Context: an optimization exercise on an open-source flow, tuned for small area, a short achievable clock period and few clock cycles per item. The choices shown serve that exercise and are no tape-out recipe. At most, simulation tests tie the RTL to the original design; equivalence was not proved. Power and IR drop assume default switching activity.

the reference run:
// fsm_Hand
module fsm_Hand(clk,rst,start,ready,result,write1,write2,SVMin,datain);
input clk,rst,start;
input write1;
input write2;
input signed [8:0] SVMin;
input signed [1:0] datain;
output result;
output ready;
reg ready;
reg result;
localparam IDLE = 2'd0, LW = 2'd1, LX = 2'd2, CP = 2'd3;
reg [1:0] st;
reg [3:0] row, col, k;
wire wbeat = (st == LW) & write1;
wire xbeat = (st == LX) & write2;
reg fin;
always @(posedge clk or negedge rst)
    if (!rst) begin
        st <= IDLE; ready <= 1'b0;
    end else
        case (st)
        IDLE: if (start) begin
                st <= LW; ready <= 1'b0;
              end
        LW:   if (write1 && row == 4'd10 && col == 4'd10) st <= LX;
        LX:   if (write2 && k == 4'd10) st <= CP;
        CP:   if (fin) begin
                ready <= 1'b1;
                st    <= IDLE;
              end
        endcase
always @(posedge clk) begin
    if (st == IDLE) begin
        row <= 4'd0; col <= 4'd0; k <= 4'd0;
    end else begin
        if (wbeat) begin
            if (col == 4'd10) begin
                col <= 4'd0; row <= row + 4'd1;
            end else
                col <= col + 4'd1;
        end
        if (xbeat) k <= k + 4'd1;
    end
end
reg [8:0] tp, td, tn;           
reg [3:0] negs;
wire dm1 = datain[0];
wire dm2 = datain[1] & ~datain[0];
wire ds  = datain[1];
wire dn  = datain[1] | ~datain[0];
always @(posedge clk) begin : xh
    integer i;
    for (i = 0; i <= 8; i = i + 1)
        if (st == IDLE) begin
            tp[i] <= 1'b0; td[i] <= 1'b0; tn[i] <= 1'b0;
  ...
==> flow/config.mk <==
export PLATFORM = sky130hd
export DESIGN_NAME = fsm_Hand
export DESIGN_NICKNAME = fsm_Hand
export VERILOG_FILES = /design/flow/design.v
export SDC_FILE = /design/flow/constraint.sdc
export NUM_CORES = 4
export LEC_CHECK = 0
export CAP_MARGIN = 20
export CORE_MARGIN = 2
export CORE_UTILIZATION = 65
export CTS_CLUSTER_DIAMETER = 60
export CTS_CLUSTER_SIZE = 30
export SETUP_SLACK_MARGIN = 4.55
export SLEW_MARGIN = 20
==> flow/constraint.sdc <==
create_clock -name core_clock -period 7.0 [get_ports {clk}]
set_input_delay 1.4000 -clock core_clock [delete_from_list [all_inputs] [get_ports {clk}]]
set_output_delay 1.4000 -clock core_clock [all_outputs]
set_load 0.01 [all_outputs]
run.sh (not shown) runs the stock make flow with config.mk's settings and CLKGATE_MAP_FILE= SYNTH_SCRIPT=/design/flow/synth_recipe.tcl, a recipe that flattens the netlist after the stock synthesis.
Testbench counts of the reference run, summed over its fixed seeds: cycles 25,920, items 192.
Edits applied to the flow inputs when going from the reference run to the trial run:
-- flow/design.v --
<<< the reference run, line 78
end
reg [8:0] tp, td, tn;           
reg [3:0] negs;
wire dm1 = datain[0];
wire dm2 = datain[1] & ~datain[0];
wire ds  = datain[1];
wire dn  = datain[1] | ~datain[0];
always @(posedge clk) begin : xh
    integer i;
>>> the trial run, line 78
end
reg [8:0] tp, td, tn;           
reg [8:0] kgt;                  
reg [3:0] negs;
wire dm1 = datain[0];
wire dm2 = datain[1] & ~datain[0];
wire ds  = datain[1];
always @(posedge clk) begin : xh
    integer i;
<<< the reference run, line 89
            tp[i] <= 1'b0; td[i] <= 1'b0; tn[i] <= 1'b0;
        end else if (xbeat && k == i) begin
            tp[i] <= dm1; td[i] <= dm2; tn[i] <= dn;
        end
    if (st == IDLE) negs <= 4'd0;
    else if (xbeat) negs <= negs + {3'd0, dn};
end
reg [8:0]  Wq;
>>> the trial run, line 89
            tp[i] <= 1'b0; td[i] <= 1'b0; tn[i] <= 1'b0;
        end else if (xbeat && k == i) begin
            tp[i] <= dm1; td[i] <= dm2; tn[i] <= ds;
        end
    if (st == IDLE) begin
        negs <= 4'd0; kgt <= 9'd0;
    end else if (xbeat) begin
        negs <= negs + {3'd0, ds}; kgt <= {kgt[7:0], 1'b1};
    end
end
reg [8:0]  Wq;
<<< the reference run, line 135
generate
    for (g = 0; g <= 8; g = g + 1) begin : row_q
        svmstorage #(.W(10), .DEPTH(9 - g)) q (.clk(clk), .en(enR[g] | (xbeat & (tp[g] | tn[g]))), .ld(1'b0),
                                               .din(hin), .head(), .tail(tail[g]), .pre());
    end
>>> the trial run, line 138
generate
    for (g = 0; g <= 8; g = g + 1) begin : row_q
        svmstorage #(.W(10), .DEPTH(9 - g)) q (.clk(clk), .en(enR[g] | (xbeat & kgt[g])), .ld(1'b0),
                                               .din(hin), .head(), .tail(tail[g]), .pre());
    end
<<< the reference run, line 173
wire [9:0] nnext = (k == 4'd0) ? ntail : npre;
reg  [11:0] ul;
testDataModule tl (.pass(dm1), .dbl(dm2), .ng(dn), .v({nnext[9], nnext}), .u(u[9]));
always @(posedge clk)
    ul <= u[9];
>>> the trial run, line 176
wire [9:0] nnext = (k == 4'd0) ? ntail : npre;
reg  [11:0] ul;
testDataModule tl (.pass(dm1), .dbl(dm2), .ng(ds), .v({nnext[9], nnext}), .u(u[9]));
always @(posedge clk)
    ul <= u[9];
==> comparison <==
Number of iterations in the first detailed-routing pass sits higher in the trial run than in the reference run.
Per the comparison of the trial run with the reference run, number of instances in the synthesized netlist went up by about 1%; final worst slack shrank by 15 ps.
As of the trial run, vias after detailed routing had risen by a few percent compared to the reference run.
The pin count of the biggest net entering global routing in the trial run sits 14% above the value recorded for the reference run.
Per the comparison of the trial run with the reference run, area added between synthesis and finish moved up; final count of hold timing violations has remained practically unchanged.
Testbench counts of the trial run, summed over its fixed seeds: cycles 25,920, items 192.

========
== run 5 ==
Another version of the RTL of fsm_Hand (not shown whole).
Size: roughly 2200 cells after synthesis, about 890 flip-flops, ~18 I/O pins.
// fsm_Hand
module fsm_Hand(clk,rst,start,ready,result,write1,write2,SVMin,datain);
clock: 7.0 ns
lec_check: 0
cap_margin: 20
core_margin: 2
core_utilization: 68
cts_cluster_diameter: 60
cts_cluster_size: 30
setup_slack_margin: 4.55
slew_margin: 20
Testbench counts of run 5, summed over its fixed seeds: cycles 25,920, items 192.
> inputs changed (run 5 -> run 4)
--- a/flow/design.v
+++ b/flow/design.v
@@ -86,59 +86,58 @@
     integer i;
     for (i = 0; i <= 8; i = i + 1)
         if (xbeat && k == i) xv[i] <= datain;
     if (st == IDLE) begin
         negs <= 4'd0; kgt <= 9'd0;
     end else if (xbeat) begin
         negs <= negs + {3'd0, ds}; kgt <= {kgt[7:0], 1'b1};
     end
 end
 reg [8:0]  Wq;
 reg [8:0]  enR;
-reg        enN, ldN, den, rot;
+reg        enN, ldN, den;
 reg [9:0]  rtail;
 reg        sp, sd, sn;          
 reg        dq1, dq4;            
 reg        first, lastL;
 always @(posedge clk) begin : ctl
     integer i;
     Wq  <= SVMin;
     for (i = 0; i <= 8; i = i + 1)
         enR[i] <= wbeat & (((row == i) & (col >= i + 2)) | ((row >= i + 2) & (col == i)));
     enN <= wbeat & (col == row + 4'd1);
     ldN <= wbeat & (col + 4'd1 == row);
     den <= (wbeat & (col == row)) | xbeat;
-    rot <= col < row;
     sp  <= xbeat & (k != 4'd0) & dm1;
     sd  <= xbeat & (k != 4'd0) & dm2;
     sn  <= xbeat & (k != 4'd0) & ds;
     dq1 <= xbeat & dm1;
     dq4 <= xbeat & dm2;
     first <= xbeat & (k == 4'd0);
     lastL <= xbeat & (k == 4'd10);
     fin   <= lastL;
 end
 wire [9:0] tail [0:8];
 wire [9:0] ntail, npre, nhead;
 wire [8:0] dtail;
 reg [9:0] rnext;
 always @* begin : rsel_mux
     integer i;
     rnext = (col + 4'd1 == row) ? nhead : 10'd0;
     for (i = 0; i <= 8; i = i + 1)
-        rnext = rnext | ({10{col == i && col + 4'd1 != row}} & tail[i]);
+        rnext = rnext | ({10{col == i && col + 4'd1 < row}} & tail[i]);
 end
 always @(posedge clk)
     rtail <= rnext;
 wire [9:0] Wx = {Wq[8], Wq};
-wire [9:0] hin = rot ? (rtail + Wx) : Wx;
+wire [9:0] hin = rtail + Wx;
 genvar g;
 generate
     for (g = 0; g <= 8; g = g + 1) begin : row_q
         svmstorage #(.W(10), .DEPTH(9 - g)) q (.clk(clk), .en(enR[g] | (xbeat & kgt[g])), .ld(1'b0),
                                                .din(hin), .head(), .tail(tail[g]), .pre());
     end
 endgenerate
 svmstorage #(.W(10), .DEPTH(10)) nq (.clk(clk), .en(enN | (xbeat & (k != 4'd0))), .ld(ldN),
                                      .din(hin), .head(nhead), .tail(ntail), .pre(npre));
 svmstorage #(.W(9), .DEPTH(11)) dq (.clk(clk), .en(den), .ld(1'b0),
                                     .din(Wq), .head(), .tail(dtail), .pre());
--- outcome ---
Non-filler instance count after layout (lower): run 4
Per the comparison of run 4 with run 5, multiplexer share of the synthesized area went down 0.44 points; total power went up 120 uW.
The flow did not stop early for run 4: all stages ran, and the layout cleared the timing, DRC and antenna checks.
Run 5 did not stop at any stage, and its layout met the timing, DRC and antenna checks.
Going from run 5 to run 4, the number of buffers outside the clock class in the layout was found to have gone up by 9.
Compared with run 5, run 4 shows proportion of layout cells with a drive suffix above 1 higher by 0.80 points.
Final critical path time including I/O delays and setup: run 4 vs run 5 up 0.023 ns
Compared with run 5, run 4 shows a lower synthesized cell count.
Function not checked in run 4: the RTL went through the layout flow alone.

========
fsm_Hand, a different RTL version from the one above (not shown whole).
Size in the first run: ~2100 cells after synthesis, ~860 flip-flops, ~18 I/O pins, roughly 34000 µm² of cells after synthesis.
make LEC_CHECK=0 CAP_MARGIN=20 CORE_MARGIN=2 CORE_UTILIZATION=65 CTS_CLUSTER_DIAMETER=60 CTS_CLUSTER_SIZE=30 SETUP_SLACK_MARGIN=4.55 SLEW_MARGIN=20 finish   # period 7.0 ns
==> next run, changes <==
--- a/flow/design.v
+++ b/flow/design.v
@@ -71,112 +71,114 @@
             if (col == 4'd10) begin
                 col <= 4'd0; row <= row + 4'd1;
             end else
                 col <= col + 4'd1;
         end
         if (xbeat) k <= k + 4'd1;
     end
 end
-reg [8:0] tp, td, tn;           
+reg [1:0] xv [0:8];
+reg [8:0] kgt;                  
 reg [3:0] negs;
 wire dm1 = datain[0];
 wire dm2 = datain[1] & ~datain[0];
 wire ds  = datain[1];
-wire dn  = datain[1] | ~datain[0];
 always @(posedge clk) begin : xh
     integer i;
     for (i = 0; i <= 8; i = i + 1)
-        if (st == IDLE) begin
-            tp[i] <= 1'b0; td[i] <= 1'b0; tn[i] <= 1'b0;
-        end else if (xbeat && k == i) begin
-            tp[i] <= dm1; td[i] <= dm2; tn[i] <= dn;
-        end
-    if (st == IDLE) negs <= 4'd0;
-    else if (xbeat) negs <= negs + {3'd0, dn};
+        if (xbeat && k == i) xv[i] <= datain;
+    if (st == IDLE) begin
+        negs <= 4'd0; kgt <= 9'd0;
+    end else if (xbeat) begin
+        negs <= negs + {3'd0, ds}; kgt <= {kgt[7:0], 1'b1};
+    end
 end
 reg [8:0]  Wq;
 reg [8:0]  enR;
-reg        enN, ldN, den;
+reg        enN, ldN, den, rot;
 reg [9:0]  rtail;
 reg        sp, sd, sn;          
 reg        dq1, dq4;            
 reg        first, lastL;
 always @(posedge clk) begin : ctl
     integer i;
     Wq  <= SVMin;
     for (i = 0; i <= 8; i = i + 1)
         enR[i] <= wbeat & (((row == i) & (col >= i + 2)) | ((row >= i + 2) & (col == i)));
     enN <= wbeat & (col == row + 4'd1);
     ldN <= wbeat & (col + 4'd1 == row);
     den <= (wbeat & (col == row)) | xbeat;
+    rot <= col < row;
     sp  <= xbeat & (k != 4'd0) & dm1;
     sd  <= xbeat & (k != 4'd0) & dm2;
     sn  <= xbeat & (k != 4'd0) & ds;
     dq1 <= xbeat & dm1;
     dq4 <= xbeat & dm2;
     first <= xbeat & (k == 4'd0);
     lastL <= xbeat & (k == 4'd10);
     fin   <= lastL;
 end
 wire [9:0] tail [0:8];
-wire [9:0] ntail, nhead;
+wire [9:0] ntail, npre, nhead;
 wire [8:0] dtail;
 reg [9:0] rnext;
 always @* begin : rsel_mux
     integer i;
     rnext = (col + 4'd1 == row) ? nhead : 10'd0;
     for (i = 0; i <= 8; i = i + 1)
-        rnext = rnext | ({10{col == i && col + 4'd1 < row}} & tail[i]);
+        rnext = rnext | ({10{col == i && col + 4'd1 != row}} & tail[i]);
 end
 always @(posedge clk)
     rtail <= rnext;
 wire [9:0] Wx = {Wq[8], Wq};
-wire [9:0] hin = rtail + Wx;
+wire [9:0] hin = rot ? (rtail + Wx) : Wx;
 genvar g;
 generate
     for (g = 0; g <= 8; g = g + 1) begin : row_q
-        svmstorage #(.W(10), .DEPTH(9 - g)) q (.clk(clk), .en(enR[g] | (xbeat & (tp[g] | tn[g]))), .ld(1'b0),
+        svmstorage #(.W(10), .DEPTH(9 - g)) q (.clk(clk), .en(enR[g] | (xbeat & kgt[g])), .ld(1'b0),
                                                .din(hin), .head(), .tail(tail[g]), .pre());
     end
 endgenerate
-svmstorage #(.W(10), .DEPTH(10)) nq (.clk(clk), .en(enN | xbeat), .ld(ldN),
-                                     .din(hin), .head(nhead), .tail(ntail), .pre());
+svmstorage #(.W(10), .DEPTH(10)) nq (.clk(clk), .en(enN | (xbeat & (k != 4'd0))), .ld(ldN),
+                                     .din(hin), .head(nhead), .tail(ntail), .pre(npre));
 svmstorage #(.W(9), .DEPTH(11)) dq (.clk(clk), .en(den), .ld(1'b0),
                                     .din(Wq), .head(), .tail(dtail), .pre());
 function [31:0] csa;            
     input [15:0] a, b, c;
     begin
         csa[15:0]  = a ^ b ^ c;
         csa[31:16] = {((a & b) | (a & c) | (b & c)), 1'b0};
     end
 endfunction
 wire [11:0] u [0:9];
 wire [15:0] z [0:9];
 generate
     for (g = 0; g <= 8; g = g + 1) begin : term
-        testDataModule t (.pass(tp[g]), .dbl(td[g]), .ng(tn[g]),
+        wire act = kgt[g];
+        testDataModule t (.pass(act & xv[g][0]), .dbl(act & xv[g][1] & ~xv[g][0]), .ng(act & xv[g][1]),
                           .v({tail[g][9], tail[g]}), .u(u[g]));
         assign z[g] = {4'd0, u[g]};
     end
 endgenerate
 wire [31:0] l1a = csa(z[0], z[1], z[2]);
 wire [31:0] l1b = csa(z[3], z[4], z[5]);
 wire [31:0] l1c = csa(z[6], z[7], z[8]);
 wire [31:0] l2a = csa(l1a[15:0], l1a[31:16], l1b[15:0]);
 wire [31:0] l2b = csa(l1b[31:16], l1c[15:0], l1c[31:16]);
 reg  [15:0] F [0:3];
 reg         vB;                 
 always @(posedge clk) begin
     F[0] <= l2a[15:0]; F[1] <= l2a[31:16];
     F[2] <= l2b[15:0]; F[3] <= l2b[31:16];
     vB   <= xbeat;
 end
+wire [9:0] nnext = (k == 4'd0) ? ntail : npre;
 reg  [11:0] ul;
-testDataModule tl (.pass(dm1), .dbl(dm2), .ng(dn), .v({ntail[9], ntail}), .u(u[9]));
+testDataModule tl (.pass(dm1), .dbl(dm2), .ng(ds), .v({nnext[9], nnext}), .u(u[9]));
 always @(posedge clk)
     ul <= u[9];
 assign z[9] = {4'd0, ul};
 wire [15:0] zc = {12'hB00, negs};
 wire [31:0] m1a = csa(F[0], F[1], F[2]);
 wire [31:0] m1b = csa(F[3], z[9], zc);
 wire [31:0] m2  = csa(m1a[15:0], m1a[31:16], m1b[15:0]);
 wire [31:0] m3  = csa(m2[15:0], m2[31:16], m1b[31:16]);
Outcome:
- routed wire length is higher by 10%
- worst setup slack got worse by 13 ps
- register-to-register slack improved by 20 ps
- non-clock buffer count is higher by 25
- total power is lower by about 3.6%
- synthesized area is higher by 2.6%
- worst hold slack improved by 9.8 ps
Function was not checked in any run of this note: the RTL went through the layout flow alone.

========
## nickel
Another version of the RTL of fsm_Hand (not shown whole).
For scale: ~35000 um2 of cells after synthesis.
==> module fsm_Hand, before the edit <==
module fsm_Hand(clk,rst,start,ready,result,write1,write2,SVMin,datain);
input clk,rst,start;
input write1;
input write2;
input signed [8:0] SVMin;
input signed [1:0] datain;
output result;
output ready;
reg ready;
reg result;
localparam IDLE = 2'd0, LW = 2'd1, LX = 2'd2, CP = 2'd3;
reg [1:0] st;
reg [3:0] row, col, k;
wire wbeat = (st == LW) & write1;
wire xbeat = (st == LX) & write2;
reg fin;
always @(posedge clk or negedge rst)
    if (!rst) begin
        st <= IDLE; ready <= 1'b0;
    end else
        case (st)
        IDLE: if (start) begin
                st <= LW; ready <= 1'b0;
              end
        LW:   if (write1 && row == 4'd10 && col == 4'd10) st <= LX;
        LX:   if (write2 && k == 4'd10) st <= CP;
        CP:   if (fin) begin
                ready <= 1'b1;
                st    <= IDLE;
              end
        endcase
always @(posedge clk) begin
    if (st == IDLE) begin
        row <= 4'd0; col <= 4'd0; k <= 4'd0;
    end else begin
        if (wbeat) begin
            if (col == 4'd10) begin
                col <= 4'd0; row <= row + 4'd1;
            end else
                col <= col + 4'd1;
        end
        if (xbeat) k <= k + 4'd1;
    end
end
reg [1:0] xv [0:9];
reg [3:0] negs;
wire dm1 = datain[0];
wire dm2 = datain[1] & ~datain[0];
wire ds  = datain[1];
always @(posedge clk) begin : xh
    integer i;
    for (i = 0; i <= 9; i = i + 1)
        if (xbeat && k == i) xv[i] <= datain;
    if (st == IDLE) negs <= 4'd0;
    else if (xbeat) negs <= negs + {3'd0, ds};
end
genvar g;
reg [8:0]  Wq;
reg [9:0]  en;
reg        den;
reg        rot;
reg        pend0;               
reg [9:0]  rtail;
reg [9:0]  tp, td, tn;          
reg        kp, kd, kn;          
reg [3:0]  nneg;                
reg        vA, first, last;
always @(posedge clk) begin : ctl
    integer i;
    Wq    <= SVMin;
    den   <= (wbeat & (col == row)) | xbeat;
    rot   <= col < row;
    pend0 <= wbeat & (row == 4'd0) & (col == 4'd10);
    for (i = 0; i <= 9; i = i + 1) begin
        en[i] <= (wbeat & (((row == i) & (col > i)) | ((row > i) & (col == i)))) | (xbeat & (k > i));
        tp[i] <= xbeat & (k > i) & xv[i][0];
        td[i] <= xbeat & (k > i) & xv[i][1] & ~xv[i][0];
        tn[i] <= xbeat & (k > i) & xv[i][1];
    end
    kp    <= xbeat & dm1;
    kd    <= xbeat & dm2;
    kn    <= xbeat & ds;
    nneg  <= xbeat ? negs + {3'd0, ds} : 4'd0;
    vA    <= xbeat;
    first <= xbeat & (k == 4'd0);
    last  <= xbeat & (k == 4'd10);
end
wire [9:0] tail [0:9];
wire [9:0] pre  [0:9];
wire [8:0] dtail;
reg [9:0] rnext;
always @* begin : rsel_mux
    integer i;
    rnext = 10'd0;
    for (i = 0; i <= 9; i = i + 1)
        rnext = rnext | ({10{col == i}} & ((i == 0 && pend0) ? pre[0] : tail[i]));
end
always @(posedge clk)
    rtail <= rnext;
wire [9:0] Wx = {Wq[8], Wq};
wire [9:0] head = rot ? (rtail + Wx) : Wx;
generate
    for (g = 0; g <= 9; g = g + 1) begin : row_q
        svmstorage #(.W(10), .DEPTH(10 - g)) q (.clk(clk), .en(en[g]), .din(head), .tail(tail[g]), .pre(pre[g]));
    end
endgenerate
svmstorage #(.W(9), .DEPTH(11)) dq (.clk(clk), .en(den), .din(Wq), .tail(dtail), .pre());
wire [11:0] u [0:10];
generate
    for (g = 0; g <= 9; g = g + 1) begin : term
        testDataModule t (.pass(tp[g]), .dbl(td[g]), .ng(tn[g]), .v({tail[g][9], tail[g]}), .u(u[g]));
    end
endgenerate
testDataModule td0 (.pass(kp), .dbl(kd), .ng(kn), .v({{2{dtail[8]}}, dtail}), .u(u[10]));
function [31:0] csa;            
    input [15:0] a, b, c;
    begin
        csa[15:0]  = a ^ b ^ c;
        csa[31:16] = {((a & b) | (a & c) | (b & c)), 1'b0};
    end
endfunction
wire [15:0] z [0:11];
generate
    for (g = 0; g <= 10; g = g + 1) begin : zx
        assign z[g] = {4'd0, u[g]};
    end
endgenerate
assign z[11] = {12'hA80, nneg};
wire [31:0] l1a = csa(z[0], z[1], z[2]);
wire [31:0] l1b = csa(z[3], z[4], z[5]);
wire [31:0] l1c = csa(z[6], z[7], z[8]);
wire [31:0] l1d = csa(z[9], z[10], z[11]);
wire [31:0] l2a = csa(l1a[15:0], l1a[31:16], l1b[15:0]);
wire [31:0] l2b = csa(l1b[31:16], l1c[15:0], l1c[31:16]);
reg [15:0] P [0:5];
reg        kpB, kdB, knB, vB, firstB, lastB;
always @(posedge clk) begin
    P[0] <= l2a[15:0]; P[1] <= l2a[31:16];
    P[2] <= l2b[15:0]; P[3] <= l2b[31:16];
    P[4] <= l1d[15:0]; P[5] <= l1d[31:16];
    kpB <= kp; kdB <= kd; knB <= kn;
    vB <= vA; firstB <= first; lastB <= last;
end
wire [31:0] m1a = csa(P[0], P[1], P[2]);
wire [31:0] m1b = csa(P[3], P[4], P[5]);
wire [31:0] m2  = csa(m1a[15:0], m1a[31:16], m1b[15:0]);
wire [31:0] m3  = csa(m2[15:0], m2[31:16], m1b[31:16]);
reg [15:0] Q0, Q1;
reg        kpC, kdC, knC, vC, firstC, lastC;
always @(posedge clk) begin
    Q0 <= m3[15:0]; Q1 <= m3[31:16];
    kpC <= kpB; kdC <= kdB; knC <= knB;
    vC <= vB; firstC <= firstB; lastC <= lastB;
end
wire [15:0] g0 = ({16{kpC}} & Q0) | ({16{kdC}} & {Q0[14:0], 1'b0});
wire [15:0] g1 = ({16{kpC}} & Q1) | ({16{kdC}} & {Q1[14:0], 1'b0});
wire [15:0] o0 = g0 ^ {16{knC}};
wire [15:0] o1 = g1 ^ {16{knC}};
reg  [15:0] Ss, Sc;
wire [15:0] s0 = firstC ? 16'd255 : Ss;
wire [15:0] c0 = firstC ? 16'd0   : Sc;
wire [31:0] n1 = csa(s0, c0, o0);
wire [31:0] n2 = csa(n1[15:0], {n1[31:17], knC}, o1);
always @(posedge clk)
    if (vC) begin
        Ss <= n2[15:0];
        Sc <= {n2[31:17], knC};
    end
always @(posedge clk) fin <= lastC;
wire [15:0] rp = Ss ^ Sc;
wire [15:0] rg = Ss & Sc;
wire        rzero = (rp == {(Ss[14:0] | Sc[14:0]), 1'b0});
reg  [14:0] G [0:4];
reg  [14:0] Pp [0:4];
always @* begin : ks
    integer lv, b, d;
    G[0] = rg[14:0]; Pp[0] = rp[14:0];
    for (lv = 1; lv <= 4; lv = lv + 1) begin
        d = 1 << (lv - 1);
        for (b = 0; b < 15; b = b + 1)
            if (b >= d) begin
                G[lv][b]  = G[lv-1][b] | (Pp[lv-1][b] & G[lv-1][b-d]);
                Pp[lv][b] = Pp[lv-1][b] & Pp[lv-1][b-d];
            end else begin
                G[lv][b]  = G[lv-1][b];
                Pp[lv][b] = Pp[lv-1][b];
            end
    end
end
wire rsign = rp[15] ^ G[4][14];
always @(posedge clk)
    result <= ~rsign & ~rzero;
endmodule
export LEC_CHECK = 0
export CAP_MARGIN = 20
export CORE_MARGIN = 2
export CORE_UTILIZATION = 65
export CTS_CLUSTER_DIAMETER = 60
export CTS_CLUSTER_SIZE = 30
export SETUP_SLACK_MARGIN = 4.55
export SLEW_MARGIN = 20
create_clock -name core_clock -period 7.0 [get_ports {clk}]
Testbench counts of nickel, summed over its fixed seeds: cycles 26,304, items 192.
Input changes introduced in cedar (baseline for comparison: nickel):
--- a/flow/design.v
+++ b/flow/design.v
@@ -91,13 +91,13 @@
 reg        rot;
 reg        pend0;               
 reg [9:0]  rtail;
 reg [9:0]  tp, td, tn;          
 reg        kp, kd, kn;          
 reg [3:0]  nneg;                
-reg        vA, first, last;
+reg        first, last;
 always @(posedge clk) begin : ctl
     integer i;
     Wq    <= SVMin;
     den   <= (wbeat & (col == row)) | xbeat;
     rot   <= col < row;
     pend0 <= wbeat & (row == 4'd0) & (col == 4'd10);
@@ -108,13 +108,12 @@
         tn[i] <= xbeat & (k > i) & xv[i][1];
     end
     kp    <= xbeat & dm1;
     kd    <= xbeat & dm2;
     kn    <= xbeat & ds;
     nneg  <= xbeat ? negs + {3'd0, ds} : 4'd0;
-    vA    <= xbeat;
     first <= xbeat & (k == 4'd0);
     last  <= xbeat & (k == 4'd10);
 end
 wire [9:0] tail [0:9];
 wire [9:0] pre  [0:9];
 wire [8:0] dtail;
@@ -160,45 +159,44 @@
 wire [31:0] l1b = csa(z[3], z[4], z[5]);
 wire [31:0] l1c = csa(z[6], z[7], z[8]);
 wire [31:0] l1d = csa(z[9], z[10], z[11]);
 wire [31:0] l2a = csa(l1a[15:0], l1a[31:16], l1b[15:0]);
 wire [31:0] l2b = csa(l1b[31:16], l1c[15:0], l1c[31:16]);
 reg [15:0] P [0:5];
-reg        kpB, kdB, knB, vB, firstB, lastB;
+reg        kpB, kdB, knB, firstB, lastB;
 always @(posedge clk) begin
     P[0] <= l2a[15:0]; P[1] <= l2a[31:16];
     P[2] <= l2b[15:0]; P[3] <= l2b[31:16];
     P[4] <= l1d[15:0]; P[5] <= l1d[31:16];
     kpB <= kp; kdB <= kd; knB <= kn;
-    vB <= vA; firstB <= first; lastB <= last;
+    firstB <= first; lastB <= last;
 end
 wire [31:0] m1a = csa(P[0], P[1], P[2]);
 wire [31:0] m1b = csa(P[3], P[4], P[5]);
 wire [31:0] m2  = csa(m1a[15:0], m1a[31:16], m1b[15:0]);
 wire [31:0] m3  = csa(m2[15:0], m2[31:16], m1b[31:16]);
 reg [15:0] Q0, Q1;
-reg        kpC, kdC, knC, vC, firstC, lastC;
+reg        kpC, kdC, knC, firstC, lastC;
 always @(posedge clk) begin
     Q0 <= m3[15:0]; Q1 <= m3[31:16];
     kpC <= kpB; kdC <= kdB; knC <= knB;
-    vC <= vB; firstC <= firstB; lastC <= lastB;
+    firstC <= firstB; lastC <= lastB;
 end
 wire [15:0] g0 = ({16{kpC}} & Q0) | ({16{kdC}} & {Q0[14:0], 1'b0});
 wire [15:0] g1 = ({16{kpC}} & Q1) | ({16{kdC}} & {Q1[14:0], 1'b0});
 wire [15:0] o0 = g0 ^ {16{knC}};
 wire [15:0] o1 = g1 ^ {16{knC}};
 reg  [15:0] Ss, Sc;
 wire [15:0] s0 = firstC ? 16'd255 : Ss;
 wire [15:0] c0 = firstC ? 16'd0   : Sc;
 wire [31:0] n1 = csa(s0, c0, o0);
 wire [31:0] n2 = csa(n1[15:0], {n1[31:17], knC}, o1);
-always @(posedge clk)
-    if (vC) begin
-        Ss <= n2[15:0];
-        Sc <= {n2[31:17], knC};
-    end
+always @(posedge clk) begin
+    Ss <= n2[15:0];
+    Sc <= {n2[31:17], knC};
+end
 always @(posedge clk) fin <= lastC;
 wire [15:0] rp = Ss ^ Sc;
 wire [15:0] rg = Ss & Sc;
 wire        rzero = (rp == {(Ss[14:0] | Sc[14:0]), 1'b0});
 reg  [14:0] G [0:4];
 reg  [14:0] Pp [0:4];
Results
- Number of placement rows came out exactly the same in nickel and cedar.
- Diff nickel -> cedar: first-pass GRT wire length shrank by about 0.9%; fraction of the mapped netlist area in compound gates went up by 0.42 points; post-route cell area down about 0.9%; buffering overhead went down 0.16 points.
- cedar vs. nickel: smallest setup slack after layout neither gained nor lost much; reported combinational group power +13%.
- Between nickel and cedar, worst relative slew slack is higher for nickel, cedar comes in under that.
- Comparing relative contribution of combinational cells to total power for nickel and cedar, the smaller number came from nickel.
Only the layout flow was run in cedar; the RTL was not checked for function there.

## afterwards: timing with drivers on the ports
No port has a modelled driver above. Below, the same layouts with a new extraction and two added sets of constraints. Step 1 sets driving cells, clkbuf_16 on the clock port and buf_2 on the other inputs (assumed; they add their load-dependent delay and slew). Step 2 also shifts input and output timing later by t, the mid clock arrival at the registers, as if the neighbouring blocks saw the same clock. Three values: ideal ports, drivers, drivers and shift; two values: the first two.
run	t, ns	setup WS [ns]	worst register clock-pin slew, ns
the reference run	0.667	4.478 / 4.419 / 3.946	0.11 / 0.11
the trial run	0.668	4.463 / 4.399 / 3.936	0.11 / 0.11
run 5	0.662	4.484 / 4.421 / 3.898	0.11 / 0.11
run 4	0.655	4.461 / 4.403 / 3.987	0.12 / 0.12
the first run of note 3	0.673	4.450 / 4.390 / 3.958	0.12 / 0.12
the second run of note 3	0.688	4.437 / 4.377 / 3.983	0.11 / 0.11
nickel	0.675	4.439 / 4.377 / 3.988	0.12 / 0.12
cedar	0.667	4.439 / 4.380 / 3.913	0.11 / 0.11
After both steps setup and hold are still met in every run listed. The setup slack of run 5, which loses most, moves by -0.063 ns with the drivers and by -0.586 ns with both steps.
